From an optimization exercise on the open Yosys and OpenROAD flow, aimed at small area; shortcuts taken in it are not production practice. The RTL was checked by simulation tests, not by an equivalence proof against the original design. The clock port is modelled as an ideal driver; clocking choices that lean on that would not hold on a real chip. No activity file was given, so power comes from the tool's default toggle rates.

`flow/config.mk`:
```
export PLATFORM = sky130hd
export DESIGN_NAME = top
export DESIGN_NICKNAME = top
export VERILOG_FILES = /design/flow/design.v
export SDC_FILE = /design/flow/constraint.sdc
export NUM_CORES = 4
export LEC_CHECK = 0
export CAP_MARGIN = 20
export CORE_MARGIN = 2
export CORE_UTILIZATION = 40
export SLEW_MARGIN = 20
```
`flow/constraint.sdc`:
```
create_clock -name core_clock -period 6.0 [get_ports {sys_clk}]
set_input_delay 1.2000 -clock core_clock [delete_from_list [all_inputs] [get_ports {sys_clk}]]
set_output_delay 1.2000 -clock core_clock [all_outputs]
set_load 0.01 [all_outputs]
```
`flow/design.v`:
```
module apb_slave#(
    parameter DATA_SIZE     = 32    ,
    parameter ADDR_SIZE     = 32    ,
    parameter PSTRB_SIZE    = 4     
)
(
    input                           pclk        ,
    input                           prst_n      ,
    input                           pwrite      ,
    input                           psel        ,
    input                           penable     ,
    input                           err_en      ,  
    input [DATA_SIZE -  1 : 0  ]    pwdata      ,
    input [PSTRB_SIZE - 1 : 0  ]    pstrb       ,
    input [ADDR_SIZE -  1 : 0  ]    addr        ,
    output[DATA_SIZE -  1 : 0  ]    wdata       ,
    output                          wr_en       , 
    output                          rd_en       ,
    output                          pready      ,
    output                          pslverr
);
    reg     pready_r    ;
    wire    pready_tmp  ;
    assign pready_tmp = !pready_r ? psel && penable : ~pready_r;
    always@(posedge pclk or negedge prst_n) begin
        if(!prst_n)
            pready_r <= 0;
        else 
            pready_r <= pready_tmp;
    end
    assign wdata   = pwdata;
    assign pready  = pready_r;
    assign wr_en   = pready_r && psel && penable && pwrite;
    assign rd_en   = pready_r && psel && penable && !pwrite;
    assign pslverr = err_en;
endmodule
module counter#
(
    parameter DATA_SIZE = 32,
    parameter CNT_SIZE  = 64
)
(
    input clk, rst_n,
    input cnt_en,
    input [DATA_SIZE-1 : 0] wdata,
    input [7 : 0] reg_sel,
    input wr_en,
    input timer_en,
    output [CNT_SIZE-1 : 0] cnt
);
    reg                      timer_en_d;
    reg     [CNT_SIZE-1 : 0] cnt_r;
    wire    [CNT_SIZE-1 : 0] cnt_tmp;
    wire    [CNT_SIZE-1 : 0] cnt_nxt;
    wire tdr0_sel, tdr1_sel;
    assign tdr0_sel = wr_en && reg_sel[1];
    assign tdr1_sel = wr_en && reg_sel[2];
    assign cnt_tmp[31 :  0] = tdr0_sel ? wdata : cnt_r[31 :  0]  ;
    assign cnt_tmp[63 : 32] = tdr1_sel ? wdata : cnt_r[63 : 32]  ;
    assign cnt_nxt          = timer_en_d & !timer_en ? 64'b0 : tdr1_sel || tdr0_sel ? cnt_tmp :
                                                     cnt_en  ? cnt_r + 1 : cnt_r;
    always@(posedge clk or negedge rst_n) begin
        if(!rst_n)
            cnt_r <= 0;
        else 
            cnt_r <= cnt_nxt;
    end
    always@(posedge clk or negedge rst_n) begin
        if(!rst_n)
            timer_en_d <= 0;
        else 
            timer_en_d <= timer_en;
    end
    assign cnt = cnt_r;
endmodule 
module counter_ctrl(
    input clk, rst_n,
    input div_en, timer_en, halt_req,
    input [3 : 0] div_val,
    output cnt_en
);
    reg timer_en_d;
    wire default_mode;
    reg [7 : 0] limit;
    assign default_mode = timer_en && !div_en && !(halt_req);
    wire ctrl_mode;
    always@(*) begin
        if(div_en) begin
            case(div_val) 
                4'b0000 : limit = 8'd0;
                4'b0001 : limit = 8'd1;
                4'b0010 : limit = 8'd3;
                4'b0011 : limit = 8'd7;
                4'b0100 : limit = 8'd15;
                4'b0101 : limit = 8'd31;
                4'b0110 : limit = 8'd63;
                4'b0111 : limit = 8'd127;
                4'b1000 : limit = 8'd255;
                default : limit = 8'd0;
            endcase
        end else begin
            limit = 1;
        end
    end
    wire [7 : 0] cnt_limit_tmp;
    reg  [7 : 0] cnt_limit_r;
    assign cnt_limit_tmp = timer_en_d & !timer_en ? 8'b0 :  cnt_limit_r == limit && !(halt_req) ? 0 : 
                                                    div_en && timer_en && !(halt_req) ? 
                                                                                    cnt_limit_r + 1 : cnt_limit_r;
    always@(posedge clk or negedge rst_n) begin
        if(!rst_n) begin
            cnt_limit_r <= 0;
            timer_en_d  <= 0;
            end
        else begin
            cnt_limit_r <= cnt_limit_tmp;
            timer_en_d  <= timer_en;
            end
    end
    assign ctrl_mode = cnt_limit_r == limit && timer_en && div_en && !(halt_req);
    assign cnt_en    =  div_en && !(halt_req)? ctrl_mode : default_mode;
endmodule
module reg_file#(
    parameter ADDR_SIZE     = 12    ,
    parameter DATA_SIZE     = 32    ,
    parameter PSTRB_SIZE    = 4     ,
    parameter DIV_VAL_SIZE  = 4     
)
(
    input                           sys_clk, sys_rst_n,  
    input                           wr_en, rd_en,  
    input   [ADDR_SIZE-1 : 0]       addr,    
    input   [DATA_SIZE-1 : 0]       wdata, 
    input   [63 : 0]                cnt,  
    input                           dbg_mode,  
    input   [3 : 0]                 pstrb, 
    output  [DATA_SIZE-1 : 0]       rdata,
    output                          div_en,  
    output  [DIV_VAL_SIZE-1 : 0]    div_val,  
    output                          halt_req_out,  
    output                          timer_en,
    output                          err_en,
    output  [DATA_SIZE-1 : 0]       wdata_counter,
    output  [7 : 0]                 reg_sel_out,
    output                          int_en
);
    parameter TCR_ADDR      = 12'h00;
    parameter TDR0_ADDR     = 12'h04;
    parameter TDR1_ADDR     = 12'h08;
    parameter TCMP0_ADDR    = 12'h0c;
    parameter TCMP1_ADDR    = 12'h10;
    parameter TIER_ADDR     = 12'h14;
    parameter TISR_ADDR     = 12'h18;
    parameter THCSR_ADDR    = 12'h1c;
    parameter DEFAULT_VAL   = 0     ;
    reg [7 : 0] reg_sel;
    reg [DATA_SIZE-1 : 0] tdr0_r    ;
    reg [DATA_SIZE-1 : 0] tdr1_r    ;
    reg [DATA_SIZE-1 : 0] tcmp0_r   ;
    reg [DATA_SIZE-1 : 0] tcmp1_r   ;
    reg [DATA_SIZE-1 : 0] tier_r    ;
    reg [DATA_SIZE-1 : 0] tisr_r    ;
    reg  [31 : 0] tcr_r;
    wire [31 : 0]           low_cnt         ;
    wire [DATA_SIZE-1 : 0]  tcmp0_tmp       ;
    wire [DATA_SIZE-1 : 0]  tcmp1_tmp       ;
    wire [DATA_SIZE-1 : 0]  tier_tmp        ;
    wire [DATA_SIZE-1 : 0]  tisr_tmp        ;
    wire                    div_en_tmp      ;
    wire                    timer_en_tmp    ;               
    wire [3 : 0]            div_val_tmp     ;
    wire [DATA_SIZE-1 : 0]  high_cnt        ;
    wire err_div_en;
    wire err_div_val0;
    wire err_div_val1;
    wire [31 : 0] tcr_tmp;
    wire [31 : 0] tcr_tmp1;
    always@(*) begin
        case(addr) 
            TCR_ADDR    :   reg_sel = 8'b00000001;
            TDR0_ADDR   :   reg_sel = 8'b00000010;
            TDR1_ADDR   :   reg_sel = 8'b00000100;
            TCMP0_ADDR  :   reg_sel = 8'b00001000;
            TCMP1_ADDR  :   reg_sel = 8'b00010000;
            TIER_ADDR   :   reg_sel = 8'b00100000;
            TISR_ADDR   :   reg_sel = 8'b01000000;
            THCSR_ADDR  :   reg_sel = 8'b10000000;
            default     :   reg_sel = 8'b00000000;
        endcase
    end
    wire [31 : 0] mask;
    assign mask = { {8{pstrb[3]}}, {8{pstrb[2]}}, {8{pstrb[1]}}, {8{pstrb[0]} }};
    assign low_cnt  = cnt[DATA_SIZE-1 : 0];
    always@(*) begin
        if(!sys_rst_n) 
            tdr0_r = DEFAULT_VAL;
        else
            tdr0_r = low_cnt;
    end
    assign high_cnt = cnt[63 : 32];
    always@(*) begin
        if(!sys_rst_n)
            tdr1_r = DEFAULT_VAL;
        else 
            tdr1_r = high_cnt;
    end
    assign err_div_en   = timer_en && wr_en && reg_sel[0] && (wdata[1] != div_en) && mask[1] == 1'b1;
    assign err_div_val0 = (reg_sel[0] && wr_en) && (wdata[11 : 8] >= 9) && mask[11 : 8] == 4'b1111;
    assign err_div_val1 = timer_en & wr_en & reg_sel[0] & (wdata[11 : 8] != div_val) & mask[11 : 8] == 4'b1111;
    assign err_en       = err_div_en | err_div_val0 | err_div_val1;
    assign timer_en_tmp = wr_en && reg_sel[0] && !err_en && mask[0] ? wdata[0] : timer_en;
    assign div_en_tmp = !timer_en && wr_en && reg_sel[0] && !err_en && mask[1] ? wdata[1] : div_en;
    assign div_val_tmp = !timer_en && wr_en && reg_sel[0] && (wdata[11 : 8] < 9) && mask[11 : 8] && !err_en ? wdata[11 : 8]  : div_val;
    assign tcr_tmp1 = {20'b0, div_val_tmp, 6'b0, div_en_tmp, timer_en_tmp};
    assign tcr_tmp = wr_en && reg_sel[0] ? (tcr_r & ~mask) | (tcr_tmp1 & mask) : tcr_r;
    always@(posedge sys_clk or negedge sys_rst_n) begin
        if(!sys_rst_n) 
            tcr_r <= {20'b0, 4'b0001, 6'b0, 1'b0, 1'b0};
        else
            tcr_r <= tcr_tmp;
    end
    assign div_val  =   tcr_r[11 : 8];
    assign div_en   =   tcr_r[1];
    assign timer_en =   tcr_r[0];
    assign tcmp0_tmp = wr_en && reg_sel[3] ? (tcmp0_r & ~mask) | (wdata & mask) : tcmp0_r;
    always@(posedge sys_clk or negedge sys_rst_n) begin
        if(!sys_rst_n) 
            tcmp0_r <= 32'hffffffff;
        else 
            tcmp0_r <= tcmp0_tmp;
    end
    assign tcmp1_tmp = wr_en && reg_sel[4] ? (tcmp1_r & ~mask) | (wdata & mask) : tcmp1_r;
    always@(posedge sys_clk or negedge sys_rst_n) begin
        if(!sys_rst_n) 
            tcmp1_r <= 32'hffffffff;
        else 
            tcmp1_r <= tcmp1_tmp;
    end
    assign tier_tmp = wr_en && reg_sel[5] ? (tier_r[0] & ~mask) | (wdata[0] & mask) : tier_r;
    always@(posedge sys_clk or negedge sys_rst_n) begin
        if(!sys_rst_n)
            tier_r <= DEFAULT_VAL;
        else 
            tier_r <= tier_tmp;
    end
    assign int_en = tier_r[0] ? tisr_r[0] : 0;
    assign tisr_tmp = wdata[0] && wr_en && reg_sel[6] ? DEFAULT_VAL : 
                                                        ({tcmp1_r, tcmp0_r} == {tdr1_r, tdr0_r} ? 1'b1 : tisr_r);
    always@(posedge sys_clk or negedge sys_rst_n) begin
        if(!sys_rst_n) 
            tisr_r <= DEFAULT_VAL;
        else 
            tisr_r <= tisr_tmp;
    end
    wire halt_ack_tmp;
    reg halt_req_r;
    wire halt_req_tmp;
    reg halt_ack_r;
    assign halt_ack_tmp = dbg_mode & halt_req_r;
    always@(*) begin
        if(!sys_rst_n)
            halt_ack_r = 0;
        else 
            halt_ack_r = halt_ack_tmp;
    end
    assign halt_req_tmp = wr_en && reg_sel[7] ? (halt_req_r & ~mask) | (wdata[0] & mask) : halt_req_r;
    always@(posedge sys_clk or negedge sys_rst_n) begin
        if(!sys_rst_n) 
            halt_req_r <= 0;
        else 
            halt_req_r <= halt_req_tmp;
    end
    assign halt_req_out = halt_ack_r;
    reg [DATA_SIZE-1 : 0] rdata_r;
    always@(*) begin
        if(rd_en) begin
            case(addr)
                TCR_ADDR    : rdata_r = {20'b0, tcr_r[11 : 8], 6'b0, tcr_r[1 : 0]};
                TDR0_ADDR   : rdata_r = tdr0_r;
                TDR1_ADDR   : rdata_r = tdr1_r;
                TCMP0_ADDR  : rdata_r = tcmp0_r;
                TCMP1_ADDR  : rdata_r = tcmp1_r;
                TIER_ADDR   : rdata_r = tier_r;
                TISR_ADDR   : rdata_r = tisr_r;
                THCSR_ADDR  : rdata_r = {30'h0,halt_ack_r, halt_req_r};
                default     : rdata_r = DEFAULT_VAL;
            endcase
        end else begin
            rdata_r = DEFAULT_VAL;
        end
    end
    assign rdata = rdata_r;
    assign reg_sel_out = reg_sel;
    assign wdata_counter   = wr_en && reg_sel[1] ? (tdr0_r & ~mask) | (wdata & mask) : (tdr1_r & ~mask) | (wdata & mask);
endmodule
module top(
    input               sys_clk, sys_rst_n                  ,
    input               tim_psel, tim_pwrite, tim_penable   ,
    input   [31 : 0]    tim_paddr                            ,
    input   [31 : 0]    tim_pwdata                          ,
    output  [31 : 0]    tim_prdata                          , 
    input   [3 :  0]    tim_pstrb                           ,
    output              tim_pready                          ,
    output              tim_pslverr                         ,
    output              tim_int                             ,
    input               dbg_mode
);
    reg                 tim_pslverr_r               ;
    wire                pslverr, tim_pslverr_tmp    ;
    wire                err_en_tmp, pready_tmp      ;
    wire                wr_en_tmp, rd_en_tmp        ; 
    wire [31 : 0]       rdata_tmp                   ;
    wire [63 : 0]       cnt_tmp                     ;
    wire [31 : 0]       wdata                       ;
    wire                halt_req_tmp                ;
    wire                cnt_en_tmp                  ;
    wire                timer_en_tmp                ;
    wire [7 : 0]        reg_sel_tmp                 ;
    wire [3 : 0]        div_val_tmp                 ;
    wire                div_en_tmp                  ;
    wire [31 : 0]       wdt                         ;
    assign tim_prdata = rdata_tmp;
    assign tim_pready = pready_tmp;
    apb_slave slave(
                     .pwdata    ( tim_pwdata  )     ,
                     .addr      ( tim_paddr   )     ,  
                     .pclk      ( sys_clk     )     ,
                     .prst_n    ( sys_rst_n   )     ,
                     .psel      ( tim_psel    )     ,
                     .penable   ( tim_penable )     ,
                     .pwrite    ( tim_pwrite  )     ,
                     .pstrb     ( tim_pstrb   )     ,
                     .pready    ( pready_tmp  )     ,
                     .pslverr   ( tim_pslverr )     ,
                     .err_en    ( err_en_tmp  )     ,
                     .wr_en     ( wr_en_tmp   )     ,
                     .wdata     ( wdata       )     ,
                     .rd_en     ( rd_en_tmp   )
    );
    reg_file register(
                    .dbg_mode       ( dbg_mode          )   ,
                    .sys_clk        ( sys_clk           )   ,
                    .sys_rst_n      ( sys_rst_n         )   ,
                    .wr_en          ( wr_en_tmp         )   ,
                    .rd_en          ( rd_en_tmp         )   ,      
                    .addr           ( tim_paddr[11 : 0] )   ,
                    .wdata          ( wdata             )   ,
                    .rdata          ( rdata_tmp         )   ,
                    .cnt            ( cnt_tmp           )   ,
                    .div_en         ( div_en_tmp        )   ,
                    .div_val        ( div_val_tmp       )   ,
                    .halt_req_out   ( halt_req_tmp      )   ,
                    .timer_en       ( timer_en_tmp      )   ,
                    .err_en         ( err_en_tmp        )   ,
                    .int_en         ( tim_int           )   ,
                    .reg_sel_out    ( reg_sel_tmp       )   ,
                    .wdata_counter  ( wdt               )   ,
                    .pstrb          ( tim_pstrb         )
    );
    counter_ctrl counter_contrl(
                               .clk         ( sys_clk       )   ,
                               .rst_n       ( sys_rst_n     )   ,
                               .div_en      ( div_en_tmp    )   ,
                               .div_val     ( div_val_tmp   )   ,
                               .halt_req    ( halt_req_tmp  )   ,
                               .cnt_en      ( cnt_en_tmp    )   ,
                               .timer_en    ( timer_en_tmp  )
    );
    counter cnt(
                .timer_en   ( timer_en_tmp  )   ,
                .clk        ( sys_clk       )   ,
                .rst_n      ( sys_rst_n     )   ,
                .cnt_en     ( cnt_en_tmp    )   ,
                .wdata      ( wdt           )   ,
                .reg_sel    ( reg_sel_tmp   )   ,
                .wr_en      ( wr_en_tmp     )   ,
                .cnt        ( cnt_tmp       )
    );
endmodule
```
`flow/run.sh`:
```
#!/bin/bash
# synth_recipe.tcl (not shown) runs the flow's synth.tcl, then flattens the netlist and writes it again
# the make line also repeats each setting of config.mk as NAME=value (left out here)
make -C /OpenROAD-flow-scripts/flow DESIGN_CONFIG=/design/flow/config.mk WORK_HOME=/design/flow/orfs CLKGATE_MAP_FILE= SYNTH_SCRIPT=/design/flow/synth_recipe.tcl finish
```
==> notes.md, run 1 <==
- Clk latency of the worst-skew pair: 0.44 ns
- Root buffer cell: clkbuf_16
- Synth-to-layout area growth: 14.80%
- Crit-path cells: clkdlybuf4s50_1 -> or4_4 -> nor4_1 -> and2_1 -> nand2_1 -> nor3_4 -> buf_12 -> a22oi_1 -> a21oi_1 -> clkdlybuf4s50_1
- Final ANT Viol Nets: 0
- Commonest non-fill, non-tap cell in the layout: a21oi_1
- Max-Cap Viols: 0
- Unique masters post-synth: 83
- Hold buffers post-CTS: 0
- Die width: 171.0 um
- Buf+Inv Stages, Crit Path: 3
- TNS Setup: 0 ns
- Final hold violation count: 0
- Total CTS buffers: 17
- Mapped cell area: 0.01115 sq mm
- Hold wc startpoint: slave.pready_r
- Largest net degree at the start of global routing: 84
- Worst hold path cell count: 1
- Post-route insts no fill: roughly 1.7k
- CTS max path bufs: 2
- Most frequent CP cell: clkdlybuf4s50_1
- Via count: around 11k
- Clk_skew: roughly 0.012 ns
- Top_reg_cell synth: dfrtp_1
- Placer Congestion: between 0.9 and 1
- Reg2reg path depth: 8
- First-pass GRT wire length: 62.81 mm
- Worst-path fanout max: 22
- Drt drc: 0
- Maximum VDD drop: roughly 0.19 mV
- Syn_area_per_cell: 8.242 sq um
- Crit Path Class: input pin to primary output
- RR Startpoint: cnt.cnt_r[1]
- CP arrival: 4.47 ns
- Detailed-route wire length: 41.01 mm
- Hold slack final: 0.4689 ns
- # H-tree levels: 4
- Pin slew with the least headroom to its limit: 1.099 ns
- Ys Warns: 4
- Diodes inserted: 0
- CP max stage cell: clkdlybuf4s50_1
- Worst slew margin: 26.31%
- R2R Setup Slk: 2.43 ns
- Worst reg2reg endpoint: cnt.cnt_r[48]
- Die Ht: 171.0 um
- Post-DP HPWL: approximately 29 mm
- Delay-heaviest family, CP: simple AND/OR/NAND/NOR gates
- Post-Synthesis Cells: 1353
- Via density: ~6.4
- FMAX: 176.4 MHz
- Fin util: 46.34%
- RSZ-0062 raised after global routing: no
- Most frequent cells in the layout: a21oi_1 (179), o21ai_0 (143), nor2_1 (99)
- Initial antenna violation count: 0
- CP endpoint kind: primary output
- FILL cells: 2695
- Placed insts: 1710
- Cell count along the critical path: 10
- Initial core utilization: approximately 40%
- Hold WC Path Type: register to register
- Min cycle time layout: 5.668 ns
- CP peak stage delay: 0.62 ns
- Num ports: 109
- Critical Path RT: 4.80 ns
- Yosys reg bits: 147
- Hold endpoint: slave.pready_r
- Final setup vio count: 0
- Fraction of registers with async set/reset: 100.0%
- Status: complete, no violations
- Startpoint types: input pin
- Clock Pin Slew Worst Setup and Hold Paths: roughly 0.06 ns
- TritonCTS clock tree: yes
- Core area: 0.02763 sq mm
- Gr usage total: 28.31%
- Leak pwr: 4.885 nW
- Post-CTS Setup Bufs: 0
- Die area: 0.02923 sq mm
- Seq/Total Area, Yosys: 33.71%
- Power Density: 185.6 mW/mm^2
- Drt first pass iters: 5
- Vias in the first global route: 10.37k
- CTS sink count: 147
- Net count after synthesis: roughly 1.4k
- Grt total ovfl: 0
- # port buffers: between 80 and 90
- CTS resizes: 0
- Wire per inst: 23.54 um
- Iter 0 DRT Violations: 1335
- Tcrit/Tclk final: 94.46%
- Proportion of layout cells with a drive suffix above 1: 16.42%
- EDFF count, synth: 0
- Slew Limit Fails: 0
- Rows: 61
- Nets: 1427
-- where the power goes --
part           internal (mW)  leakage [nW]  switching (mW)
Combinational         0.0473          2.77          0.0727
Clock                  0.795         0.325           0.467
Sequential             0.994          1.79        0.000857
-- routing by layer --
layer	share of wire [%]	vias to the layer above	track usage, %
met3	8.0	97	4.673
li1	-	5022	-
met1	43	5470	38.62
met4	4.4	0	12.23
met2	45	538	44.25
met5	0	-	0
-- synthesized netlist by cell type (4+ instances only) --
library cell / number / area share [%]
a21o_1: 5 / 0.34
a21oi_1: 179 / 8.0
a221oi_1: 6 / 0.47
a222oi_1: 10 / 0.90
a22o_1: 10 / 0.79
a22oi_1: 69 / 4.6
a31oi_1: 5 / 0.28
and2_1: 5 / 0.28
and3_1: 18 / 1.0
and4_1: 8 / 0.63
buf_2: 39 / 1.8
buf_4: 6 / 0.40
buf_6: 7 / 0.71
clkbuf_1: 78 / 2.6
dfrtp_1: 82 / 18
dfstp_2: 65 / 15
inv_1: 25 / 0.84
mux2_2: 65 / 6.6
mux2i_1: 36 / 3.2
nand2_1: 86 / 2.9
nand2b_1: 9 / 0.50
nand3_1: 69 / 3.1
nand3b_1: 25 / 1.7
nand4_1: 20 / 1.1
nor2_1: 100 / 3.4
nor3_1: 8 / 0.36
nor4_1: 15 / 0.84
nor4_2: 4 / 0.45
o21ai_0: 143 / 6.4
o21ai_1: 9 / 0.40
o21bai_1: 4 / 0.27
o22ai_1: 4 / 0.22
o2bb2ai_1: 7 / 0.55
o31ai_1: 10 / 0.67
or2_2: 6 / 0.34
or3_1: 5 / 0.28
or4_1: 5 / 0.34
xnor2_1: 32 / 2.5
xor2_1: 11 / 0.86
-- how the worst max path moves through the flow --
stage	from	endpoint	slack (ns)
2_1_floorplan	tim_paddr[8]	tim_prdata[11]	1.50
3_3_place_gp	tim_paddr[8]	tim_prdata[13]	0.44
3_5_place_dp	tim_paddr[8]	tim_prdata[13]	0.44
4_1_cts	tim_paddr[8]	tim_prdata[13]	0.43
5_1_grt	tim_paddr[8]	tim_prdata[13]	0.19
6_report	tim_paddr[8]	tim_prdata[13]	0.33
-- final cells by class --
class / instances / area [sq um] / share of cell area [%]
sequential: 147 / 3760 / 29.37
timing repair buffer: 111 / 1095 / 8.552
inverter: 25 / 93.84 / 0.7330
clock inverter: 12 / 227.7 / 1.779
tap: 378 / 473.0 / 3.694
clock buffer: 20 / 446.7 / 3.489
multi-input combinational: 1049 / 6706 / 52.38
-- per-stage QoR --
step	total power [mW]	area (sq um)	setup WS (ns)
6_report	2.377	12800	0.3324
5_1_grt	2.437	12800	0.1938
3_5_place_dp	1.130	12130	0.4414
4_1_cts	2.389	12800	0.4345
2_1_floorplan	1.046	11150	1.496
3_3_place_gp	1.130	12130	0.4387
-- worst reg2reg max path, delay by kind of cell, from the launching register on --
kind	cells	cell delay [ns]
AOI/OAI and AO/OA	2	0.43
adders and majority gates	1	0.32
DFF	1	0.51
and+or+nand+nor	5	2.18
-- kinds of logic (layout without fill, tap and decap cells) --
logic type,after synthesis,count (layout),share of synthesized area (%)
AOI/OAI and AO/OA,495,495,26.89
xor gates and xnor gates,43,43,3.377
adders and majority gates,2,2,0.2244
buffers and inverters,157,168,6.406
DFF,147,147,33.71
muxes,102,102,9.997
and+or+nand+nor,407,407,19.39
==> run 2, diff against run 1 <==
==> flow/design.v (replaced) <==
module top(
    input               sys_clk, sys_rst_n                  ,
    input               tim_psel, tim_pwrite, tim_penable   ,
    input   [31 : 0]    tim_paddr                           ,
    input   [31 : 0]    tim_pwdata                          ,
    output  [31 : 0]    tim_prdata                          ,
    input   [3 :  0]    tim_pstrb                           ,
    output              tim_pready                          ,
    output              tim_pslverr                         ,
    output              tim_int                             ,
    input               dbg_mode
);
    reg pready_r;
    wire acc = tim_psel & tim_penable;
    always @(posedge sys_clk or negedge sys_rst_n)
        if (!sys_rst_n) pready_r <= 1'b0;
        else            pready_r <= acc & ~pready_r;
    assign tim_pready = pready_r;
    wire wr = pready_r & acc & tim_pwrite;
    wire [11:0] a = tim_paddr[11:0];
    wire        a_ok = ~|{a[11:5], a[1:0]};
    wire [7:0]  sel = {8{a_ok}} & (8'b1 << a[4:2]);
    wire [31:0] wd = tim_pwdata;
    wire [3:0]  be = tim_pstrb;
    reg       timer_en, div_en;
    reg [3:0] div_val;
    wire err = sel[0] & (
                 (timer_en & be[0] & (wd[1] ^ div_en)) |
                 (be[1] & ((wd[11] & |wd[10:8]) | (timer_en & (wd[11:8] != div_val)))));
    assign tim_pslverr = tim_pwrite & err;
    wire tcr_we = wr & sel[0] & ~err;
    always @(posedge sys_clk or negedge sys_rst_n)
        if (!sys_rst_n) begin
            timer_en <= 1'b0;
            div_en   <= 1'b0;
            div_val  <= 4'd1;
        end else if (tcr_we) begin
            if (be[0]) begin timer_en <= wd[0]; div_en <= wd[1]; end
            if (be[1]) div_val <= wd[11:8];
        end
    reg halt_req, int_en;
    always @(posedge sys_clk or negedge sys_rst_n)
        if (!sys_rst_n) begin
            halt_req <= 1'b0;
            int_en   <= 1'b0;
        end else begin
            if (wr & sel[7] & be[0]) halt_req <= wd[0];
            if (wr & sel[5] & be[0]) int_en   <= wd[0];
        end
    wire halt = dbg_mode & halt_req;
    reg       ten_d;
    reg [7:0] pre;
    always @(posedge sys_clk) begin
        ten_d <= timer_en;
        if (!timer_en)           pre <= 8'd0;
        else if (div_en & ~halt) pre <= pre + 8'd1;
    end
    wire [7:0] pmask = ~(8'hff << div_val);
    wire tick = &(pre | ~pmask);
    wire cnt_en = timer_en & ~halt & (~div_en | tick);
    reg  [63:0] cnt;
    wire clear  = ten_d & ~timer_en;
    wire tdr_wr = wr & (sel[1] | sel[2]);
    wire inc    = cnt_en & ~tdr_wr;
    wire [7:0] ld = {8{clear}} | {{4{wr & sel[2]}} & be, {4{wr & sel[1]}} & be};
    wire [31:0] wdc = wd & {32{~clear}};
    wire [63:0] cnt_inc = cnt + {63'd0, inc};
    integer i;
    always @(posedge sys_clk or negedge sys_rst_n)
        if (!sys_rst_n) cnt <= 64'd0;
        else for (i = 0; i < 64; i = i + 1)
            cnt[i] <= ld[i/8] ? wdc[i%32] : cnt_inc[i];
    reg [63:0] cmp;
    wire [7:0] cmp_we = {{4{wr & sel[4]}} & be, {4{wr & sel[3]}} & be};
    always @(posedge sys_clk or negedge sys_rst_n)
        if (!sys_rst_n) cmp <= {64{1'b1}};
        else for (i = 0; i < 64; i = i + 1)
            if (cmp_we[i/8]) cmp[i] <= wd[i%32];
    reg isr;
    always @(posedge sys_clk or negedge sys_rst_n)
        if (!sys_rst_n) isr <= 1'b0;
        else if (wr & sel[6] & wd[0]) isr <= 1'b0;
        else if (cmp == cnt)          isr <= 1'b1;
    assign tim_int = int_en & isr;
    assign tim_prdata =
          ({32{sel[1]}} & cnt[31:0])
        | ({32{sel[2]}} & cnt[63:32])
        | ({32{sel[3]}} & cmp[31:0])
        | ({32{sel[4]}} & cmp[63:32])
        | ({32{sel[0]}} & {20'd0, div_val, 6'd0, div_en, timer_en})
        | {31'd0, sel[5] & int_en}
        | {31'd0, sel[6] & isr}
        | {30'd0, sel[7] & halt, sel[7] & halt_req};
endmodule
==> flow/flow/run.sh (new file) <==
#!/bin/bash
set -euo pipefail
bash standard.sh \
  "BUFFER_PORTS_ARGS=-buffer_cell sky130_fd_sc_hd__buf_1" \
  "CTS_ARGS=-sink_clustering_enable -repair_clock_nets -buf_list sky130_fd_sc_hd__clkbuf_8" \
  finish > standard.log 2>&1
==> flow/standard.sh (new file) <==
#!/bin/bash
# synth_recipe.tcl (not shown) runs the flow's synth.tcl, then flattens the netlist and writes it again
# the make line also repeats each setting of config.mk as NAME=value (left out here)
make -C /OpenROAD-flow-scripts/flow DESIGN_CONFIG=/design/flow/config.mk WORK_HOME=/design/flow/orfs CLKGATE_MAP_FILE= SYNTH_SCRIPT=/design/flow/synth_recipe.tcl "${@:-finish}"
removed: flow/run.sh
==> run 2 against run 1 <==
Against the previous run:
- critical endpoint is now tim_prdata[7]
- routed wire length down 36%
- largest power group is now registers
- count of clock-buffer cells in the layout shrank 3
- clock power fell by 42%
- sequential share of layout area rose by 9.3 points
- still clean
- highest routed layer unchanged
- critical path type unchanged
- via count shrank 36%
==> notes.md, run 2 <==
- CTS sink count: 147 (unchanged)
- Final ANT Viol Nets: 0 (unchanged)
- Sequential Area: 0.003715 sq mm (-1.2%)
- CP peak stage delay: 0.43 ns (-0.19 ns)
- Crit-path cells: buf_1 -> nor4_1 -> nand4b_1 -> nor2_2 -> buf_4 -> a22oi_1 -> nand2_1 -> buf_1
- Post-Synthesis Cells: 882 (-35%)
- Top_reg_cell synth: dfrtp_1
- R2R Setup Slk: 2.13 ns (-0.30 ns)
- Proportion of layout cells with a drive suffix above 1: 21.48% (+5.1 points)
- First-pass GRT wire length: 40.93 mm (-35%)
- Hold wc startpoint: pready_r
- Sw Share: 27.26% (+4.5 points)
- Gate power share: 3.4% (-1.6 points)
- Hold slack final: 0.4467 ns (-0.02218 ns)
- Power Density: 186.1 mW/mm^2 (+0.26%)
- Net count after synthesis: 959 (-33%)
- Fin util: 45.29% (-1.0 points)
- Most frequent CP cell: buf_1
- Drt drc: 0 (unchanged)
- Post-CTS Setup Bufs: 0 (unchanged)
- Commonest non-fill, non-tap cell in the layout: nand2_1
- Grt total ovfl: 0 (unchanged)
- Die area: 0.02297 sq mm (-21%)
- Die width: 151.6 um (-11%)
- Unique masters post-synth: 53 (-36%)
- Yosys reg bits: 147 (unchanged)
- CTS resizes: 0 (unchanged)
- Post-synth top area share: 20.97% (+2.6 points)
- Num ports: 109 (unchanged)
- Root buffer cell: clkbuf_8
- CP max stage cell: buf_4
- Largest registers: cmp: 64 flops, cnt: 64 flops, pre: 8 flops
- Tcrit/Tclk final: 75.20% (-19 points)
- Synth area leaders: dfrtp_1 (21%), dfstp_2 (20%), mux2_2 (9.3%), xor2_1 (9.1%), a22oi_1 (5.0%)
- Post-route insts no fill: 1234 (-29%)
- TNS Setup: 0 ns (unchanged)
- # H-tree levels: 4 (unchanged)
- Reg2reg path depth: 15 (+7)
- Via count: 7108 (-36%)
- EDFF count, synth: 0 (unchanged)
- CP arrival: 3.31 ns (-1.16 ns)
- Worst-path fanout max: 37 (+68%)
- Initial antenna violation count: 0 (unchanged)
- Hold endpoint: pready_r
- Leak pwr: 4.122 nW (-16%)
- Worst reg2reg endpoint: cnt[56]
- Maximum VDD drop: 0.1212 mV (-36%)
- Largest net degree at the start of global routing: 52 (-38%)
- Clock network fraction of design power: 41.1% (-12 points)
- Fraction of registers with async set/reset: 93.88% (-6.1 points)
- Post-DP HPWL: 19.25 mm (-34%)
- Detailed-route wire length: 26.26 mm (-36%)
- Diodes inserted: 0 (unchanged)
- Delay-heaviest family, CP: simple AND/OR/NAND/NOR gates
- Wire per inst: 21.28 um (-9.6%)
- Pin slew with the least headroom to its limit: 0.9359 ns (-0.1634 ns)
- Placer Congestion: 0.8832 (-3.8%)
- PnR Total Power: 1.789 mW (-25%)
- Rows: 53 (-13%)
- Seq/Total Area, Yosys: 42.65% (+8.9 points)
- Cell count along the critical path: 8 (-2)
- Initial core utilization: 41.04% (+0.68 points)
- Commonest cells post-synth: nand2_1 (106), xor2_1 (90), dfrtp_1 (73)
- Hold buffers post-CTS: 0 (unchanged)
- Critical Path RT: 4.80 ns (about the same)
- # port buffers: 88 (unchanged)
- Multi-input logic area: 0.004750 sq mm (-29%)
- Clock Pin Slew Worst Setup and Hold Paths: 0.09 ns (+0.03 ns)
- Min cycle time layout: 4.512 ns (-1.156 ns)
- Via density: 5.760 (-9.8%)
- Slew Limit Fails: 0 (unchanged)
- Net Switching: 487.6 uW (-9.7%)
- CTS max path bufs: 2 (unchanged)
- Most frequent cells in the layout: nand2_1 (106), xor2_1 (90), buf_1 (87)
- Mapped cell area: 0.008710 sq mm (-22%)
- Final hold violation count: 0 (unchanged)
- Crit Path Class: input pin to primary output
- Internal Pwr Total: 1.301 mW (-29%)
- TritonCTS clock tree: yes
- Synth-to-layout area growth: 10.34%
- FMAX: 221.6 MHz (+26%)
- Clk_skew: 0.01431 ns (+0.002338 ns)
- Drt first pass iters: 5 (unchanged)
- Placed insts: 1202 (-30%)
- Hold WC Path Type: register to register
- Ys Warns: 1 (-3)
- Max-Cap Viols: 0 (unchanged)
- Buf+Inv Stages, Crit Path: 3 (unchanged)
- Clk latency of the worst-skew pair: 0.48 ns (+0.04 ns)
- RR Startpoint: div_val[1]
- Worst hold path cell count: 1 (unchanged)
- Iter 0 DRT Violations: 541 (-59%)
- Most frequent cell after synthesis: nand2_1
- Status: complete, no violations
- Gr usage total: 23.62% (-4.7 points)
- Nets: 1023 (-28%)
- Vias in the first global route: 7004 (-32%)
- Core area: 0.02122 sq mm (-23%)
- Startpoint types: input pin
- CP endpoint kind: primary output
- Sequential group share of total power: 55.5% (+14 points)
- Syn_area_per_cell: 9.875 sq um (+20%)
- FILL cells: 2135 (-21%)
- Die Ht: 151.6 um (-11%)
- RSZ-0062 raised after global routing: no
- Synth area leader: dfrtp_1
- Final setup vio count: 0 (unchanged)
- Worst slew margin: 37.31% (+11 points)
- Total CTS buffers: 17 (unchanged)
run 2: cell count changes after synthesis, moves of 12 or more:
cell / previous run / this run
buf_2: 39 / 13
clkbuf_1: 78 / 26
a21oi_1: 179 / 3
nand3b_1: 25 / 0
o21ai_0: 143 / 36
nand2_1: 86 / 106
nor4_1: 15 / 27
nand3_1: 69 / 28
xor2_1: 11 / 90
inv_1: 25 / 8
nor2_1: 100 / 43
mux2i_1: 36 / 3
xnor2_1: 32 / 48
a211oi_1: 2 / 14
run 2: power by group through the flow:
| stage | logic, mW | clock network [mW] | registers, mW |
|---|---|---|---|
| 2_1_floorplan | 0.00750 | 0 | 1.01 |
| 3_3_place_gp | 0.0607 | 0 | 1.01 |
| 3_5_place_dp | 0.0609 | 0 | 1.01 |
| 4_1_cts | 0.0610 | 0.753 | 0.993 |
| 5_1_grt | 0.0675 | 0.793 | 0.993 |
| 6_report | 0.0602 | 0.736 | 0.993 |
run 2: kinds of logic after synthesis:
logic type	Yosys count	synth area share [%]
AO/OA/AOI/OAI	146	11.44
AND/OR/NAND/NOR	310	18.66
XOR/XNOR	138	13.88
flip-flops	147	42.65
buffers and inverters	62	3.031
multiplexers	76	9.912
adder cells (fa/ha/maj)	3	0.4310
run 2: worst max path at each step:
stage                  from             to  slack (ns)
6_report       tim_paddr[7]  tim_prdata[7]        1.49
5_1_grt        tim_paddr[7]  tim_prdata[7]        1.30
4_1_cts        tim_paddr[7]  tim_prdata[7]        1.54
3_5_place_dp   tim_paddr[2]        cnt[60]        1.29
3_3_place_gp   tim_paddr[2]        cnt[58]        1.35
2_1_floorplan  tim_paddr[7]        cnt[45]        2.03
run 2: layout make-up:
cell class              count  area share, %
inverters                   8         0.3125
repair buffers             99          4.335
well taps                 275          3.580
clock buffers              17          2.435
multi-input cells         673          49.42
clock inverters            15          1.263
flip-flops and latches    147          38.65
run 2: stage by stage:
step,instance area [sq um],setup WS (ns)
2_1_floorplan,8710,2.031
3_3_place_gp,9250,1.353
3_5_place_dp,9255,1.291
4_1_cts,9610,1.535
5_1_grt,9610,1.300
6_report,9610,1.488
run 2: routing by layer:
metal / GRT usage (%) / part of all wire, %
met1: 32.87 / 46
met2: 37.87 / 47
met3: 4.222 / 6.0
met4: 6.667 / 1.9
met5: 0 / 0
==> run 3, diff against run 2 <==
==> flow/run.sh (new file) <==
#!/bin/bash
# synth_recipe.tcl (not shown) runs the flow's synth.tcl, then flattens the netlist and writes it again
# the make line also repeats each setting of config.mk as NAME=value (left out here)
make -C /OpenROAD-flow-scripts/flow DESIGN_CONFIG=/design/flow/config.mk WORK_HOME=/design/flow/orfs CLKGATE_MAP_FILE= SYNTH_SCRIPT=/design/flow/synth_recipe.tcl finish
removed: flow/flow/run.sh
removed: flow/standard.sh
==> run 3 against run 2 <==
Against the previous run:
- register-to-register slack about the same
- die area stayed put
- count of clock-buffer cells in the layout is 1 higher
- still clean
- clock skew down 0.0062 ns
- via count grew 0.17%
- synthesized cell count did not move
- power up 21%
- critical path depth unchanged
- highest routed layer unchanged
==> notes.md, run 3 <==
- Min cycle time layout: 5.195 ns (+0.6831 ns)
- Clock Pin Slew Worst Setup and Hold Paths: 0.06 ns (-0.03 ns)
- Die width: 151.6 um (unchanged)
- CTS sink count: 147 (unchanged)
- Post-Synthesis Cells: 882 (unchanged)
- TNS Setup: 0 ns (unchanged)
- Synth-to-layout area growth: 19.49%
- Maximum VDD drop: 0.1496 mV (+23%)
- Core area: 0.02122 sq mm (unchanged)
- RSZ-0062 raised after global routing: no
- Placer Congestion: 0.8916 (+0.95%)
- Crit Path Class: input pin to primary output
- R2R Setup Slk: 2.14 ns (about the same)
- EDFF count, synth: 0 (unchanged)
- Seq/Total Area, Yosys: 42.65% (unchanged)
- CP arrival: 4.00 ns (+0.69 ns)
- CP peak stage delay: 0.57 ns (+0.14 ns)
- Wire per inst: 21.37 um (+0.42%)
- Drt drc: 0 (unchanged)
- CTS resizes: 0 (unchanged)
- Hold buffers post-CTS: 0 (unchanged)
- # H-tree levels: 4 (unchanged)
- Slew Limit Fails: 0 (unchanged)
- Synth area leader: dfrtp_1
- Mapped cell area: 0.008710 sq mm (unchanged)
- Most frequent CP cell: clkdlybuf4s50_1
- Final setup vio count: 0 (unchanged)
- Most frequent cell after synthesis: nand2_1
- Worst-path fanout max: 34 (-8.1%)
- Initial core utilization: 41.04% (unchanged)
- Iter 0 DRT Violations: 519 (-4.1%)
- Grt total ovfl: 0 (unchanged)
- Most frequent cells in the layout: nand2_1 (106), xor2_1 (90), clkdlybuf4s50_1 (87)
- CP endpoint kind: primary output
- CTS max path bufs: 2 (unchanged)
- Commonest cells post-synth: nand2_1 (106), xor2_1 (90), dfrtp_1 (73)
- Commonest non-fill, non-tap cell in the layout: nand2_1
- Diodes inserted: 0 (unchanged)
- Leak pwr: 4.476 nW (+8.6%)
- Synth area leaders: dfrtp_1 (21%), dfstp_2 (20%), mux2_2 (9.3%), xor2_1 (9.1%), a22oi_1 (5.0%)
- Crit-path cells: clkdlybuf4s50_1 -> nor4_1 -> nand4b_1 -> nor2b_2 -> buf_4 -> a22oi_1 -> nand2_1 -> clkdlybuf4s50_1
- Detailed-route wire length: 26.41 mm (+0.58%)
- Num ports: 109 (unchanged)
- Final hold violation count: 0 (unchanged)
- Largest net degree at the start of global routing: 98 (+88%)
- Via count: 7120 (+0.17%)
- Fin util: 49.04% (+3.8 points)
- Largest registers: cmp: 64 flops, cnt: 64 flops, pre: 8 flops
- Pin slew with the least headroom to its limit: 0.9890 ns (+0.05301 ns)
- Post-synth top area share: 20.97% (unchanged)
- Gr usage total: 23.82% (+0.20 points)
- Status: complete, no violations
- TritonCTS clock tree: yes
- Hold WC Path Type: register to register
- Proportion of layout cells with a drive suffix above 1: 21.54% (+0.059 points)
- Die Ht: 151.6 um (unchanged)
- Via density: 5.761 (about the same)
- Net count after synthesis: 959 (unchanged)
- Die area: 0.02297 sq mm (unchanged)
- Initial antenna violation count: 0 (unchanged)
- Top_reg_cell synth: dfrtp_1
- First-pass GRT wire length: 41.26 mm (+0.79%)
- Placed insts: 1204 (+0.17%)
- Syn_area_per_cell: 9.875 sq um (unchanged)
- Nets: 1025 (+0.20%)
- Post-CTS Setup Bufs: 0 (unchanged)
- Critical Path RT: 4.80 ns (about the same)
- Post-DP HPWL: 19.32 mm (+0.36%)
- Worst slew margin: 33.76% (-3.6 points)
- Reg2reg path depth: 15 (unchanged)
- Power Density: 208.2 mW/mm^2 (+12%)
- Rows: 53 (unchanged)
- FMAX: 192.5 MHz (-13%)
- Worst Setup Slack, final: 0.8049 ns (-0.6831 ns)
- Fraction of registers with async set/reset: 93.88% (unchanged)
- Total CTS buffers: 17 (unchanged)
- Startpoint types: input pin
- FILL cells: 2022 (-5.3%)
- Yosys reg bits: 147 (unchanged)
- Root buffer cell: clkbuf_16
- Clk latency of the worst-skew pair: 0.43 ns (-0.05 ns)
- Unique masters post-synth: 53 (unchanged)
- Ys Warns: 1 (unchanged)
- Max-Cap Viols: 0 (unchanged)
- Vias in the first global route: 6980 (-0.34%)
- Post-Place Worst Slack: 0.5524 ns (-0.7389 ns)
- # port buffers: 88 (unchanged)
- Final ANT Viol Nets: 0 (unchanged)
- Tcrit/Tclk final: 86.58% (+11 points)
- Post-route insts no fill: 1236 (+0.16%)
- CP max stage cell: clkdlybuf4s50_1
- Drt first pass iters: 5 (unchanged)
- Clk_skew: 0.008059 ns (-0.006249 ns)
- Worst hold path cell count: 1 (unchanged)
[run 3: cell families after synthesis]
logic type / synth area share (%)
flip-flops: 42.65
AO/OA/AOI/OAI: 11.44
adder cells (fa/ha/maj): 0.4310
multiplexers: 9.912
buffers and inverters: 3.031
AND/OR/NAND/NOR: 18.66
XOR/XNOR: 13.88
[run 3: path summary, 6_finish.rpt]
kind	end	from
setup / recovery	tim_prdata[7]	tim_paddr[7]
hold reg to reg	pready_r	pready_r
max in group asynchronous	cmp[53]	sys_rst_n
hold / removal	pready_r	pready_r
setup reg to reg	cnt[60]	div_val[1]
min in group asynchronous	cnt[29]	sys_rst_n
[run 3: metrics by stage]
step	power (mW)	cell area (sq um)	hold slack, ns
floorplan	1.018	8710	0.4368
global placement	1.094	9813	0.4364
detailed placement	1.094	9813	0.4337
CTS	2.177	10400	0.4483
global route	2.227	10410	0.4603
finish	2.166	10410	0.4489
[run 3: final cells by class]
class	count	area, sq um	share of cell area, %
Clock buffer	18	429.2	4.124
Clock inverter	14	160.2	1.539
Inverter	8	30.03	0.2885
Multi-Input combinational cell	673	4750	45.64
Sequential cell	147	3715	35.69
Tap cell	275	344.1	3.306
Timing Repair Buffer	101	979.7	9.413
[run 3: where the power goes]
group / internal [mW] / total, mW / switching [mW]
Sequential: 0.993 / 0.994 / 0.000562
Combinational: 0.0361 / 0.0831 / 0.0469
Clock: 0.651 / 1.09 / 0.438
Total: 1.68 / 2.17 / 0.486
[run 3: per-layer routing]
metal | vias to the layer above | wire length (um) | GRT usage, %
met5 | - | 0 | 0
met4 | 0 | 568 | 7.037
met3 | 35 | 1625 | 4.281
met2 | 242 | 12300 | 37.65
met1 | 3546 | 11910 | 33.47
li1 | 3297 | - | -
[run 3: worst max-delay path: cells and delay by family]
family          cells  cell delay [ns]
compound gates      1             0.16
simple gates        4             1.25
buf+inv             3             1.38
==> run 4, diff against run 3 <==
--- a/flow/design.v
+++ b/flow/design.v
@@ -71,10 +71,11 @@
         else for (i = 0; i < 64; i = i + 1)
             cnt[i] <= ld[i/8] ? wdc[i%32] : cnt_inc[i];
-    reg [63:0] cmp;
+    reg [63:0] ncmp;
+    wire [63:0] cmp = ~ncmp;
     wire [7:0] cmp_we = {{4{wr & sel[4]}} & be, {4{wr & sel[3]}} & be};
     always @(posedge sys_clk or negedge sys_rst_n)
-        if (!sys_rst_n) cmp <= {64{1'b1}};
+        if (!sys_rst_n) ncmp <= 64'd0;
         else for (i = 0; i < 64; i = i + 1)
-            if (cmp_we[i/8]) cmp[i] <= wd[i%32];
+            if (cmp_we[i/8]) ncmp[i] <= ~wd[i%32];
     reg isr;
     always @(posedge sys_clk or negedge sys_rst_n)
==> flow/flow/run.sh (new file) <==
#!/bin/bash
set -euo pipefail
bash standard.sh \
  "BUFFER_PORTS_ARGS=-buffer_cell sky130_fd_sc_hd__buf_1" \
  "CTS_ARGS=-sink_clustering_enable -repair_clock_nets -root_buf sky130_fd_sc_hd__clkbuf_8 -buf_list sky130_fd_sc_hd__clkbuf_8 -dont_use_dummy_load" \
  finish > standard.log 2>&1
==> flow/standard.sh (new file) <==
#!/bin/bash
# synth_recipe.tcl (not shown) runs the flow's synth.tcl, then flattens the netlist and writes it again
# the make line also repeats each setting of config.mk as NAME=value (left out here)
make -C /OpenROAD-flow-scripts/flow DESIGN_CONFIG=/design/flow/config.mk WORK_HOME=/design/flow/orfs CLKGATE_MAP_FILE= SYNTH_SCRIPT=/design/flow/synth_recipe.tcl "${@:-finish}"
removed: flow/run.sh
==> run 4 against run 3 <==
Against the previous run:
- routed wire length rose by 1.8%
- sequential share of layout area rose by 3.5 points
- via count rose by 5.2%
- sequential power is essentially flat
- non-clock buffer count is 2 lower
- cell count grew 5.2%
==> notes.md, run 4 <==
- Leak pwr: 3.466 nW (-23%)
- Detailed-route wire length: 26.88 mm (+1.8%)
- Initial core utilization: 40.66% (-0.38 points)
- Final ANT Viol Nets: 0 (unchanged)
- Wire per inst: 20.67 um (-3.2%)
- Synth Area in Compound Gates: 15.59% (+4.2 points)
- Synth-to-layout area growth: 8.446%
- Drt drc: 0 (unchanged)
- Final setup vio count: 0 (unchanged)
- Worst slew margin: 32.46% (-1.3 points)
- Grt total ovfl: 0 (unchanged)
- Largest family of logic cells by synthesized area: simple AND/OR/NAND/NOR gates
- Proportion of layout cells with a drive suffix above 1: 5.756% (-16 points)
- Diodes inserted: 0 (unchanged)
- CTS max path bufs: 2 (unchanged)
- Die width: 150.2 um (-0.91%)
- Net count after synthesis: 1046 (+9.1%)
- Simple logic cell fraction of the synthesized area: 21.77% (+3.1 points)
- Most frequent cell after synthesis: dfrtp_1
- Post-DP HPWL: 19.56 mm (+1.3%)
- Final hold violation count: 0 (unchanged)
- Root buffer cell: clkbuf_8
- Maximum VDD drop: 0.1084 mV (-28%)
- Clk_skew: 0.03224 ns (+0.02419 ns)
- CP peak stage delay: 0.76 ns (+0.19 ns)
- Seq/Total Area, Yosys: 42.52% (-0.13 points)
- Top_reg_cell synth: dfrtp_1
- CP Capture Point: tim_prdata[9]
- Total CTS buffers: 17 (unchanged)
- Post-CTS Setup Bufs: 0 (unchanged)
- RSZ-0062 raised after global routing: no
- Hold WC Path Type: register to register
- Iter 0 DRT Violations: 710 (+37%)
- EDFF count, synth: 0 (unchanged)
- Tcrit/Tclk final: 83.05% (-3.5 points)
- Synth area leaders: dfrtp_1 (40%), xnor2_1 (12%), nor2_1 (5.3%), nand2_1 (4.9%), a21oi_1 (4.0%)
- Yosys reg bits: 147 (unchanged)
- Slew Limit Fails: 0 (unchanged)
- Largest net degree at the start of global routing: 70 (-29%)
- Finished Cell Area: 0.009270 sq mm (-11%)
- Initial antenna violation count: 0 (unchanged)
- Synth area leader: dfrtp_1
- Nets: 1104 (+7.7%)
- CP arrival: 3.78 ns (-0.22 ns)
- Hold buffers post-CTS: 0 (unchanged)
- Clock Pin Slew Worst Setup and Hold Paths: 0.08 ns (+0.02 ns)
- CTS sink count: 147 (unchanged)
- Adder-cell share of the synthesized area: 0.4391% (+0.0081 points)
- Unique masters post-synth: 61 (+15%)
- Min cycle time layout: 4.983 ns (-0.2123 ns)
- Die area: 0.02256 sq mm (-1.8%)
- Ys Warns: 1 (unchanged)
- Pin slew with the least headroom to its limit: 1.005 ns (+0.01583 ns)
- Synth Area in XOR/XNOR: 14.14% (+0.26 points)
- Reg2reg path depth: 13 (-2)
- Mux cell area share after synthesis: 1.522% (-8.4 points)
- Power Density: 177.7 mW/mm^2 (-15%)
- TNS Setup: 0 ns (unchanged)
- Worst-path fanout max: 38 (+12%)
- Mapped cell area: 0.008548 sq mm (-1.9%)
- Die Ht: 150.2 um (-0.91%)
- Vias in the first global route: 7015 (+0.50%)
- Num ports: 109 (unchanged)
- RR Startpoint: div_val[1]
- Syn_area_per_cell: 8.822 sq um (-11%)
- CTS resizes: 0 (unchanged)
- Max-Cap Viols: 0 (unchanged)
- Largest registers: cnt: 64 flops, ncmp: 64 flops, pre: 8 flops
- Cell Area, Placed: 0.009031 sq mm (-8.0%)
- Commonest non-fill, non-tap cell in the layout: dfrtp_1
- Placer Congestion: 0.9059 (+1.6%)
- # H-tree levels: 4 (unchanged)
- First-pass GRT wire length: 41.21 mm (-0.10%)
- Post-synth top area share: 40.11% (+19 points)
- TritonCTS clock tree: yes
- Startpoint types: input pin
- Core area: 0.02102 sq mm (-0.94%)
- Crit Path Class: input pin to primary output
- Commonest cells post-synth: dfrtp_1 (137), nor2_1 (121), xnor2_1 (115)
- Rows: 53 (unchanged)
- Crit-path cells: buf_1 -> or4_1 -> or4_1 -> or2_4 -> nor2_1 -> a221oi_1 -> o211ai_1 -> buf_1
- Drt first pass iters: 5 (unchanged)
- Worst reg2reg endpoint: cnt[63]
- Via density: 5.763 (about the same)
- FMAX: 200.7 MHz (+4.3%)
- Gr usage total: 24.38% (+0.56 points)
- CP endpoint kind: primary output
- Post-Synthesis Cells: 969 (+9.9%)
- CP max stage cell: or4_1
- Critical path launch point: tim_paddr[7]
- Via count: 7492 (+5.2%)
- Clk latency of the worst-skew pair: 0.46 ns (+0.03 ns)
- # port buffers: 88 (unchanged)
- Critical Path RT: 4.80 ns (about the same)
- R2R Setup Slk: 1.85 ns (-0.29 ns)
- Status: complete, no violations
- Most frequent cells in the layout: dfrtp_1 (137), nor2_1 (118), xnor2_1 (115)
- Fraction of registers with async set/reset: 93.88% (unchanged)
==> run 4: changes by cell type after synthesis, sizes merged, moves of 56 or more <==
cell   change
dfrtp     +64
a21oi     +66
xnor2     +67
dfstp     -64
mux2      -66
nor2      +76
a22oi     -56
xor2      -67
==> run 4: metrics by stage <==
step / hold slack [ns] / power [mW] / setup slack, ns / util [%] / std cells
6_report: 0.4526 / 1.647 / 1.017 / 44.10 / 1300
4_1_cts: 0.4544 / 1.655 / 1.037 / 44.07 / 1300
5_1_grt: 0.4834 / 1.699 / 0.9015 / 44.10 / 1300
3_3_place_gp: 0.4357 / 1.075 / 0.9792 / 42.91 / 1282
3_5_place_dp: 0.4379 / 1.075 / 0.9660 / 42.96 / 1283
2_1_floorplan: 0.4316 / 1.021 / 1.535 / - / 969
==> run 4: layout make-up <==
class                           count  area, sq um
Sequential cell                   147         3635
Fill cell                        2139        11750
Multi-Input combinational cell    746         4577
Clock buffer                       17        234.0
Tap cell                          275        344.1
Timing Repair Buffer               99        420.4
Inverter                           16        60.06
==> run 4: routing by layer <==
layer	vias up	track usage (%)	wire length, um
met2	281	37.69	12360
met1	3667	34.92	12170
met3	38	4.303	1739
met4	0	7.453	603
met5	-	0	0
li1	3506	-	-
==> run 4: worst max-delay path: cells and delay by family <==
| family | cells | cell delay (ns) |
|---|---|---|
| buffers and inverters | 2 | 0.24 |
| AOI/OAI and AO/OA | 2 | 0.25 |
| and+or+nand+nor | 4 | 2.04 |
==> run 4: cells by family (layout without fill, tap and decap cells) <==
family	count (synthesis)	count (layout)
simple gates	380	380
fa+ha+maj	3	3
mux	11	11
flops	147	147
xor+xnor	138	138
buf+inv	76	132
compound gates	214	214
==> run 4: how the worst min path moves through the flow <==
stage / start / endpoint / slack, ns / cells past startpoint
after global placement: pready_r / pready_r / 0.44 / 1
final: pready_r / pready_r / 0.45 / 1
after floorplan: timer_en / ten_d / 0.43 / 0
after detailed placement: pready_r / pready_r / 0.44 / 1
after global routing: pready_r / pready_r / 0.48 / 1
after CTS: pready_r / pready_r / 0.45 / 1
==> run 4: report_power, final <==
part	switching (mW)	internal, mW
registers	0.000627	0.990
logic	0.0498	0.0141
clock network	0.343	0.250
total	0.393	1.25
==> run 5, diff against run 4 <==
==> flow/flow/run.sh (replaced) <==
#!/bin/bash
# The standard layout with: ABC area recovery in synthesis (same registers and
# names), plain buf_1 port buffers, and a clkbuf_4 clock tree whose heavily loaded
# leaf buffers are upsized after CTS.
set -euo pipefail
W=$PWD
bash standard.sh \
  "BUFFER_PORTS_ARGS=-buffer_cell sky130_fd_sc_hd__buf_1" \
  "CTS_ARGS=-sink_clustering_enable -repair_clock_nets -root_buf sky130_fd_sc_hd__clkbuf_16 -buf_list sky130_fd_sc_hd__clkbuf_4 -dont_use_dummy_load" \
  "POST_CTS_TCL=$W/flow/cts_post.tcl" \
  finish > standard.log 2>&1
==> flow/flow/cts_post.tcl (new file) <==
estimate_parasitics -placement
set upsized 0
foreach inst [[ord::get_db_block] getInsts] {
  if {[[$inst getMaster] getName] ne "sky130_fd_sc_hd__clkbuf_4"} { continue }
  set net [[$inst findITerm X] getNet]
  if {$net eq "NULL"} { continue }
  set fanout 0
  set worst 0.0
  foreach it [$net getITerms] {
    if {[$it isOutputSignal]} { continue }
    incr fanout
    set pin [get_pins "[[$it getInst] getName]/[[$it getMTerm] getName]"]
    set s [get_property $pin slew_max]
    if {$s > $worst} { set worst $s }
  }
  if {$fanout >= 10 || $worst > 0.095} {
    puts "cts_post: upsizing [$inst getName] (fanout $fanout, slew $worst)"
    replace_cell [$inst getName] sky130_fd_sc_hd__clkbuf_8
    incr upsized
  }
}
puts "cts_post: upsized $upsized clock buffers"
if {$upsized} {
  detailed_placement
  check_placement -verbose
  estimate_parasitics -placement
}
==> run 5 against run 4 <==
Against the previous run:
- worst setup slack about the same
- utilization fell by 0.095 points
- first-iteration DRC count down 7.3%
- hold slack got worse by 0.0011 ns
- synthesized area did not move
- maximum frequency unchanged
- non-clock buffer count unchanged
- still clean
- largest cell class unchanged
- register-to-register slack better by 0.04 ns
- critical endpoint unchanged
- sequential power barely moved
- largest power group unchanged
- cell count is the same
- via count grew 0.40%
- critical path depth did not move
==> notes.md, run 5 <==
- Initial antenna violation count: 0 (unchanged)
- Hold wc startpoint: pready_r
- Crit Path Class: input pin to primary output
- Die width: 150.2 um (unchanged)
- Cell Area, Placed: 0.009031 sq mm (unchanged)
- Seq/Total Area, Yosys: 42.52% (unchanged)
- Initial core utilization: 40.66% (unchanged)
- Hold WC Path Type: register to register
- Hold slack final: 0.4515 ns (-0.001108 ns)
- Power Density: 174.9 mW/mm^2 (-1.6%)
- TritonCTS clock tree: yes
- Synth-to-layout area growth: 8.211%
- First-pass GRT wire length: 41.39 mm (+0.44%)
- Via density: 5.786 (+0.40%)
- Worst slew margin: 32.60% (+0.14 points)
- Die Ht: 150.2 um (unchanged)
- Core area: 0.02102 sq mm (unchanged)
- Wire per inst: 20.80 um (+0.59%)
- Post-synth top area share: 40.11% (unchanged)
- Syn_area_per_cell: 8.822 sq um (unchanged)
- Nets: 1104 (unchanged)
- Unique masters post-synth: 61 (unchanged)
- Max-Cap Viols: 0 (unchanged)
- Startpoint types: input pin
- CP max stage cell: or4_1
- TNS Setup: 0 ns (unchanged)
- FMAX: 200.7 MHz (unchanged)
- Delay-heaviest family, CP: simple AND/OR/NAND/NOR gates
- Final hold violation count: 0 (unchanged)
- CP endpoint kind: primary output
- Most frequent cells in the layout: dfrtp_1 (137), nor2_1 (118), xnor2_1 (115)
- # port buffers: 88 (unchanged)
- Clk_skew: 0.03075 ns (-0.001491 ns)
- Pin slew with the least headroom to its limit: 1.003 ns (-0.002095 ns)
- Status: complete, no violations
- Num ports: 109 (unchanged)
- Rows: 53 (unchanged)
- Synth area leaders: dfrtp_1 (40%), xnor2_1 (12%), nor2_1 (5.3%), nand2_1 (4.9%), a21oi_1 (4.0%)
- Top_reg_cell synth: dfrtp_1
- Critical Path RT: 4.80 ns (about the same)
- Placer Congestion: 0.9059 (unchanged)
- Worst reg2reg endpoint: cnt[63]
- PnR Total Power: 1.618 mW (-1.8%)
- Maximum VDD drop: 0.1100 mV (+1.4%)
- Sequential Area: 0.003635 sq mm (unchanged)
- RR Startpoint: div_val[1]
- Worst hold path cell count: 1 (unchanged)
- EDFF count, synth: 0 (unchanged)
- Finished Cell Area: 0.009250 sq mm (-0.22%)
- Slew Limit Fails: 0 (unchanged)
- R2R Setup Slk: 1.89 ns (+0.04 ns)
- Diodes inserted: 0 (unchanged)
- Synth area leader: dfrtp_1
- FILL cells: 2133 (-0.28%)
- Reg2reg path depth: 13 (unchanged)
- RSZ-0062 raised after global routing: no
- Commonest non-fill, non-tap cell in the layout: dfrtp_1
- Buf+Inv Stages, Crit Path: 2 (unchanged)
- Post-DP HPWL: 19.56 mm (unchanged)
- Fin util: 44.00% (-0.095 points)
- Final setup vio count: 0 (unchanged)
- Net count after synthesis: 1046 (unchanged)
- Mapped cell area: 0.008548 sq mm (unchanged)
- Clk latency of the worst-skew pair: 0.39 ns (-0.07 ns)
- Drt first pass iters: 6 (+1)
- Clock Pin Slew Worst Setup and Hold Paths: 0.08 ns (about the same)
- Min cycle time layout: 4.983 ns (+0.00001000 ns)
- Most frequent cell after synthesis: dfrtp_1
- Drt drc: 0 (unchanged)
- Multi-input logic area: 0.004577 sq mm (unchanged)
- Largest registers: cnt: 64 flops, ncmp: 64 flops, pre: 8 flops
- Hold endpoint: pready_r
- Tcrit/Tclk final: 83.05% (about the same)
- Post-Synthesis Cells: 969 (unchanged)
- Vias in the first global route: 7064 (+0.70%)
- Worst-path fanout max: 38 (unchanged)
- Iter 0 DRT Violations: 658 (-7.3%)
- Die area: 0.02256 sq mm (unchanged)
- CTS sink count: 147 (unchanged)
- Leak pwr: 3.458 nW (-0.23%)
- Gr usage total: 24.43% (+0.052 points)
- Largest net degree at the start of global routing: 70 (unchanged)
- Detailed-route wire length: 27.04 mm (+0.59%)
- Crit-path cells: buf_1 -> or4_1 -> or4_1 -> or2_4 -> nor2_1 -> a221oi_1 -> o211ai_1 -> buf_1
- Ys Warns: 1 (unchanged)
- CP arrival: 3.78 ns (about the same)
- Proportion of layout cells with a drive suffix above 1: 5.756% (unchanged)
- Yosys reg bits: 147 (unchanged)
- Commonest cells post-synth: dfrtp_1 (137), nor2_1 (121), xnor2_1 (115)
- CP peak stage delay: 0.76 ns (about the same)
- Final ANT Viol Nets: 0 (unchanged)
- Fraction of registers with async set/reset: 93.88% (unchanged)
- Via count: 7522 (+0.40%)
- Grt total ovfl: 0 (unchanged)
[run 5: routing by layer]
metal / global-route usage, % / wire length [um]
met1: 35.00 / 12120
met2: 37.81 / 12400
met3: 4.303 / 1907
met4: 7.406 / 607
met5: 0 / 0
[run 5: how the worst max path moves through the flow]
stage	from	cells past startpoint	endpoint	slack, ns
after global routing	tim_paddr[7]	8	tim_prdata[16]	0.90
final	tim_paddr[7]	8	tim_prdata[9]	1.02
after floorplan	tim_paddr[7]	9	tim_prdata[10]	1.54
after global placement	tim_paddr[10]	14	cnt[63]	0.98
after detailed placement	tim_paddr[10]	14	cnt[63]	0.97
[run 5: power by group]
group / switching, mW / leakage (nW) / internal (mW)
Sequential: 0.000624 / 1.97 / 0.990
Clock: 0.337 / 0.112 / 0.226
Combinational: 0.0498 / 1.38 / 0.0145
Total: 0.388 / 3.46 / 1.23
[run 5: kinds of logic (layout without fill, tap and decap cells)]
group | count (synthesis) | after routing | share of synthesized area, %
fa+ha+maj | 3 | 3 | 0.4392
compound gates | 214 | 214 | 15.59
buf+inv | 76 | 132 | 4.025
mux | 11 | 11 | 1.522
flops | 147 | 147 | 42.52
xor+xnor | 138 | 138 | 14.14
simple gates | 380 | 380 | 21.77
[run 5: layout make-up]
| type | instances | area share (%) |
|---|---|---|
| Clock buffer | 17 | 2.245 |
| Timing Repair Buffer | 99 | 4.612 |
| Inverter | 16 | 0.6493 |
| Sequential cell | 147 | 39.29 |
| Tap cell | 275 | 3.720 |
| Multi-Input combinational cell | 746 | 49.48 |
[run 5: through the flow]
stage | setup WS [ns] | std cells
5_1_grt | 0.9015 | 1300
6_report | 1.017 | 1300
2_1_floorplan | 1.535 | 969
3_5_place_dp | 0.9660 | 1283
3_3_place_gp | 0.9792 | 1282

## separate check: timing with driven ports
The results above use ideal ports. As a check the final layouts listed here were re-extracted and re-timed, cells and wires unchanged. Step 1 sets driving cells, clkbuf_16 on the clock port and buf_2 on the other inputs (assumed; they add their load-dependent delay and slew). Step 2, shift: input delay + t, output delay - t, t = (earliest + latest rising clock arrival at the registers) / 2. This alone moves slack from input paths to output paths. a / b / c = ideal ports / drivers / drivers and shift; a / b = the first two.
run	shift t [ns]	setup WS [ns]	worst hold slack (ns)	worst slew at a driven data input, ns
run 1	0.486	0.332 / 0.307 / 0.307	0.469 / 0.469 / 0.469	0.05
run 2	0.516	1.488 / 1.467 / 1.218	0.447 / 0.447 / 0.447	0.04
run 3	0.476	0.805 / 0.785 / 0.556	0.449 / 0.449 / 0.449	0.04
run 4	0.486	1.017 / 0.996 / 0.895	0.453 / 0.453 / 0.453	0.07
run 5	0.416	1.017 / 0.996 / 0.920	0.451 / 0.451 / 0.451	0.05
After both steps every run listed still meets setup and hold. For run 2, which loses most, drivers alone change the setup slack by -0.021 ns; drivers and shift together by -0.270 ns.
